Background: an optimization exercise with open tools, aiming at small area. Do not read the settings as production practice.
Only simulation tests tie the RTL to the original design; equivalence was not proved.
The flow treats the clock pin as an ideal source. Dropping or thinning the clock tree relies on that and would not hold on a real chip.
Power and IR drop assume default switching activity.

## alpha
// pong
module pong(btns, auto, background, pclk, rst, hsync, vsync, red, green, blue);
    input wire pclk;
    input wire rst;
    input wire auto, background;
    input wire[3:0] btns;
    output wire hsync, vsync;
    output wire[4:0] red, blue;
    output wire[5:0] green;
    reg [12:0] lfsr;
    reg [2:0]  m;
    reg [9:0]  hcount, vcount;
    reg [8:0]  pad1, pad2;       
    reg [9:0]  ball_x;           
    reg [7:0]  ball_yh;          
    reg        vel_x, vel_y;     
    genvar i;
    wire nz   = ~|lfsr[11:2];
    wire z12  = nz & ~lfsr[1] & ~lfsr[0];
    wire step = z12 & ~lfsr[12];                                    
    wire wrap = z12 & lfsr[12];                                     
    wire cnt2 = nz & ~lfsr[12] & lfsr[1] & lfsr[0];                 
    wire m0   = ~m[1] & ~m[0];                                      
    wire lfb  = lfsr[12] ^ lfsr[3] ^ lfsr[2] ^ lfsr[0] ^ z12;
    always @(posedge pclk) begin
        if (rst) lfsr <= 13'd0;
        else     lfsr <= {lfsr[11:0], lfb};
        if (rst | wrap) m <= 3'd0;
        else            m <= {m[1] & m[0], m[0], ~m[2]};
    end
    wire hend = hcount[9] & hcount[8] & (&hcount[4:0]);    
    wire vend = vcount[9] & vcount[3];                     
    wire [10:0] hc, vc;
    wire [9:0] hn, vn;
    assign hc[0] = m0;
    assign vc[0] = m0 & hend;
    generate for (i = 0; i < 10; i = i + 1) begin : g_hv
        assign hn[i] = hcount[i] ^ hc[i];
        assign hc[i+1] = hcount[i] & hc[i];
        assign vn[i] = vcount[i] ^ vc[i];
        assign vc[i+1] = vcount[i] & vc[i];
    end endgenerate
    always @(posedge pclk) begin
        if (rst | (m0 & hend))
            hcount <= 0;
        else
            hcount <= hn;
        if (rst | (m0 & hend & vend))
            vcount <= 0;
        else
            vcount <= vn;
    end
    wire zone1 = ~vel_x & ~ball_x[9] & ~ball_x[8] & ~ball_x[7] & ~ball_x[6] &
                 ~ball_x[3] & ~ball_x[2] & ~ball_x[1] & ball_x[0];        
    wire zone2 = vel_x & ball_x[9] & ball_x[6] & (&ball_x[3:0]);          
  ...
Size in the first run: ~630 cells after synthesis, ~74 flip-flops, ~26 I/O pins, about 4300 um2 of cells after synthesis.
export LEC_CHECK = 0
export CAP_MARGIN = 20
export CORE_MARGIN = 2
export CORE_UTILIZATION = 70
export PLACE_DENSITY = 0.8
export SLEW_MARGIN = 20
create_clock -name core_clock -period 12.0 [get_ports {pclk}]
standard.sh (not shown) runs the stock make flow with config.mk's settings and CLKGATE_MAP_FILE= SYNTH_SCRIPT=/design/flow/synth_recipe.tcl, a recipe that flattens the netlist after the stock synthesis.
==> flow/flow/run.sh <==
#!/bin/bash
# Own layout flow: ORFS with an area-oriented synthesis that keeps the best of
# several ABC scripts (see synth.tcl), small
# port buffers, no timing-driven buffering in placement, and a small
# hand-built two-level clock tree (cts_hook.tcl) in place of TritonCTS, and
# only small buffers for repair_design (repair_hook.tcl).
set -euo pipefail
cd "$(dirname "$0")/.."
W=$(pwd)
export MY_ABC_SCRIPTS="$(ls $W/flow/abc_*.scr | tr '\n' ' ')"
make -C "$FLOW_HOME" DESIGN_CONFIG=$W/config.mk WORK_HOME=$W/orfs CLKGATE_MAP_FILE= \
  SYNTH_SCRIPT=$W/flow/synth.tcl ADDER_MAP_FILE= \
  REMOVE_ABC_BUFFERS=1 GPL_TIMING_DRIVEN=0 \
  PRE_CTS_TCL=$W/flow/cts_hook.tcl \
  PRE_RESIZE_TCL=$W/flow/repair_hook.tcl PRE_GLOBAL_ROUTE_TCL=$W/flow/repair_hook.tcl \
  "BUFFER_PORTS_ARGS=-buffer_cell sky130_fd_sc_hd__buf_1" \
  finish > $W/make.log 2>&1
R=$W/orfs/results/sky130hd/pong/base
: # left out here: write the final layout as DEF
==> flow/flow/abc_ds1.scr <==
strash
&get -n
&deepsyn -T 20 -S 1
&put
dch -f
amap
==> flow/flow/abc_ds10.scr <==
strash
&get -n
&deepsyn -T 20 -S 10
&put
dch -f
amap
==> flow/flow/abc_ds11.scr <==
strash
&get -n
&deepsyn -T 20 -S 11
&put
dch -f
amap
==> flow/flow/abc_ds12.scr <==
strash
&get -n
&deepsyn -T 20 -S 12
&put
dch -f
amap
==> flow/flow/abc_ds13.scr <==
strash
&get -n
&deepsyn -T 20 -S 13
&put
dch -f
amap
==> flow/flow/abc_ds14.scr <==
strash
&get -n
&deepsyn -T 20 -S 14
&put
dch -f
amap
==> flow/flow/abc_ds15.scr <==
strash
&get -n
&deepsyn -T 20 -S 15
&put
dch -f
amap
==> flow/flow/abc_ds16.scr <==
strash
&get -n
&deepsyn -T 20 -S 16
&put
dch -f
amap
==> flow/flow/abc_ds2.scr <==
strash
&get -n
&deepsyn -T 20 -S 2
&put
dch -f
amap
==> flow/flow/abc_ds3.scr <==
strash
&get -n
&deepsyn -T 20 -S 3
&put
dch -f
amap
==> flow/flow/abc_ds4.scr <==
strash
&get -n
&deepsyn -T 20 -S 4
&put
dch -f
amap
==> flow/flow/abc_ds5.scr <==
strash
&get -n
&deepsyn -T 20 -S 5
&put
dch -f
amap
==> flow/flow/abc_ds6.scr <==
strash
&get -n
&deepsyn -T 20 -S 6
&put
dch -f
amap
==> flow/flow/abc_ds7.scr <==
strash
&get -n
&deepsyn -T 20 -S 7
&put
dch -f
amap
==> flow/flow/abc_ds8.scr <==
strash
&get -n
&deepsyn -T 20 -S 8
&put
dch -f
amap
==> flow/flow/abc_ds9.scr <==
strash
&get -n
&deepsyn -T 20 -S 9
&put
dch -f
amap
==> flow/flow/cts_hook.tcl <==
# PRE_CTS_TCL hook: replaces TritonCTS with a small two-level clock tree
# (clock_tree.tcl). Candidates are tried in order of buffer area, each in a
# separate OpenROAD on the placed design; the first whose worst estimated
# flip-flop clock-pin slew is at most 110 ps is built here.
set dir [file dirname [info script]]
source $dir/clock_tree.tcl
set ::env(CLK_TREE_TCL) $dir/clock_tree.tcl
set cands {
  {4 sky130_fd_sc_hd__buf_8 none}
  {5 sky130_fd_sc_hd__buf_8 sky130_fd_sc_hd__buf_4}
  {8 sky130_fd_sc_hd__buf_4 sky130_fd_sc_hd__buf_4}
  {6 sky130_fd_sc_hd__buf_8 sky130_fd_sc_hd__buf_4}
  {9 sky130_fd_sc_hd__buf_4 sky130_fd_sc_hd__buf_4}
  {4 sky130_fd_sc_hd__buf_12 none}
  {7 sky130_fd_sc_hd__buf_8 sky130_fd_sc_hd__buf_4}
  {10 sky130_fd_sc_hd__buf_4 sky130_fd_sc_hd__buf_4}
  {8 sky130_fd_sc_hd__buf_8 sky130_fd_sc_hd__buf_4}
  {8 sky130_fd_sc_hd__clkbuf_8 sky130_fd_sc_hd__clkbuf_8}
}
set chosen [lindex $cands end]
foreach c $cands {
  set ::env(CLK_K) [lindex $c 0]
  set ::env(CLK_LEAF) [lindex $c 1]
  set ::env(CLK_ROOT) [lindex $c 2]
  if {[catch {exec openroad -no_init -exit $dir/cts_eval.tcl 2>@1} out]} { puts "clock tree candidate $c failed: $out" }
  set slew 1
  regexp {CTS_EVAL_SLEW ([0-9.eE+-]+)} $out -> slew
  puts "clock tree candidate $c: worst slew $slew"
  if {$slew <= 0.110} { set chosen $c; break }
}
puts "clock tree chosen: $chosen"
build_clock_tree {*}$chosen
proc clock_tree_synthesis {args} { puts "clock_tree_synthesis skipped: clock tree built by cts_hook.tcl" }
Other scripts of this flow, unchanged in this note and not shown: flow/flow/abc_dch.scr, flow/flow/clock_tree.tcl, flow/flow/cts_eval.tcl, flow/flow/repair_hook.tcl, flow/flow/synth.tcl
## Diff of input files: beta against alpha
--- a/flow/flow/cts_hook.tcl
+++ b/flow/flow/cts_hook.tcl
@@ -4 +4 @@
-# flip-flop clock-pin slew is at most 110 ps is built here.
+# flip-flop clock-pin slew is at most 105 ps is built here.
@@ -29 +29 @@
-  if {$slew <= 0.110} { set chosen $c; break }
+  if {$slew <= 0.105} { set chosen $c; break }
removed: flow/flow/abc_ds10.scr
removed: flow/flow/abc_ds11.scr
removed: flow/flow/abc_ds12.scr
removed: flow/flow/abc_ds13.scr
removed: flow/flow/abc_ds14.scr
removed: flow/flow/abc_ds15.scr
removed: flow/flow/abc_ds16.scr
removed: flow/flow/abc_ds9.scr
Results
beta against alpha: core utilization saw an increase; number of standard cells in the final layout excluding fillers shrank by about 1.7%; total half-perimeter wirelength after legalization and detailed placement shrank by about 5.6%. beta vs alpha on timing-limited maximum frequency: beta is the lower one.
Modified inputs, gamma compared to beta
==> flow/flow/abc_ds1.scr <==
strash
&get -n
&deepsyn -J 50 -T 300 -S 1
&put
dch -f
amap
==> flow/flow/abc_ds10.scr (new file) <==
strash
&get -n
&deepsyn -J 50 -T 300 -S 10
&put
dch -f
amap
==> flow/flow/abc_ds11.scr (new file) <==
strash
&get -n
&deepsyn -J 50 -T 300 -S 11
&put
dch -f
amap
==> flow/flow/abc_ds12.scr (new file) <==
strash
&get -n
&deepsyn -J 50 -T 300 -S 12
&put
dch -f
amap
==> flow/flow/abc_ds13.scr (new file) <==
strash
&get -n
&deepsyn -J 50 -T 300 -S 13
&put
dch -f
amap
==> flow/flow/abc_ds14.scr (new file) <==
strash
&get -n
&deepsyn -J 50 -T 300 -S 14
&put
dch -f
amap
==> flow/flow/abc_ds15.scr (new file) <==
strash
&get -n
&deepsyn -J 50 -T 300 -S 15
&put
dch -f
amap
==> flow/flow/abc_ds16.scr (new file) <==
strash
&get -n
&deepsyn -J 50 -T 300 -S 16
&put
dch -f
amap
==> flow/flow/abc_ds2.scr <==
strash
&get -n
&deepsyn -J 50 -T 300 -S 2
&put
dch -f
amap
==> flow/flow/abc_ds3.scr <==
strash
&get -n
&deepsyn -J 50 -T 300 -S 3
&put
dch -f
amap
==> flow/flow/abc_ds4.scr <==
strash
&get -n
&deepsyn -J 50 -T 300 -S 4
&put
dch -f
amap
==> flow/flow/abc_ds5.scr <==
strash
&get -n
&deepsyn -J 50 -T 300 -S 5
&put
dch -f
amap
==> flow/flow/abc_ds6.scr <==
strash
&get -n
&deepsyn -J 50 -T 300 -S 6
&put
dch -f
amap
==> flow/flow/abc_ds7.scr <==
strash
&get -n
&deepsyn -J 50 -T 300 -S 7
&put
dch -f
amap
==> flow/flow/abc_ds8.scr <==
strash
&get -n
&deepsyn -J 50 -T 300 -S 8
&put
dch -f
amap
==> flow/flow/abc_ds9.scr (new file) <==
strash
&get -n
&deepsyn -J 50 -T 300 -S 9
&put
dch -f
amap
--- a/flow/flow/cts_hook.tcl
+++ b/flow/flow/cts_hook.tcl
@@ -4 +4 @@
-# flip-flop clock-pin slew is at most 105 ps is built here.
+# flip-flop clock-pin slew is at most 110 ps is built here.
@@ -29 +29 @@
-  if {$slew <= 0.105} { set chosen $c; break }
+  if {$slew <= 0.110} { set chosen $c; break }
--- outcome ---
Compared with beta, gamma shows a measured slew at the worst slew-check pin that is 0.0098 ns higher.
Final critical-path required period sits lower in gamma than in beta.
Power is higher on beta
The global-route usage of beta and that of gamma are within noise of each other.
In the metrics for beta and gamma, the one carrying the higher total non-filler cell area in the finished layout is beta.
Looking only at final-stage net count, and setting everything else aside, the higher value of beta and gamma goes to beta.
The final reports for gamma and beta show switching portion of total power lower in the former.
In every run of this note, the design's own scripts or RTL, not TritonCTS, make the clock network.

-- re-timing with driven ports --
How much do the figures lean on ideal ports? The routed layouts below were timed once more, with nothing changed but the port constraints. Step 1: set_driving_cell puts a clkbuf_16 on pclk and a buf_2 on each other input, an assumption about the parent block. Step 2 moves the port delays by t, midway between the first and last clock arrival at a register: inputs arrive t later, outputs are due t later. That takes back most of the time a late clock gives input paths. Three values: ideal, step 1, step 2; two values: the first two.
| run | t (ns) | setup slack, ns | worst slew at a driven data input, ns |
|---|---|---|---|
| alpha | 0.210 | 5.389 / 5.311 / 5.520 | 0.03 |
| beta | 0.392 | 5.175 / 5.149 / 5.541 | 0.03 |
| gamma | 0.203 | 5.357 / 5.281 / 5.484 | 0.03 |
After both steps setup and hold are still met in every run listed.
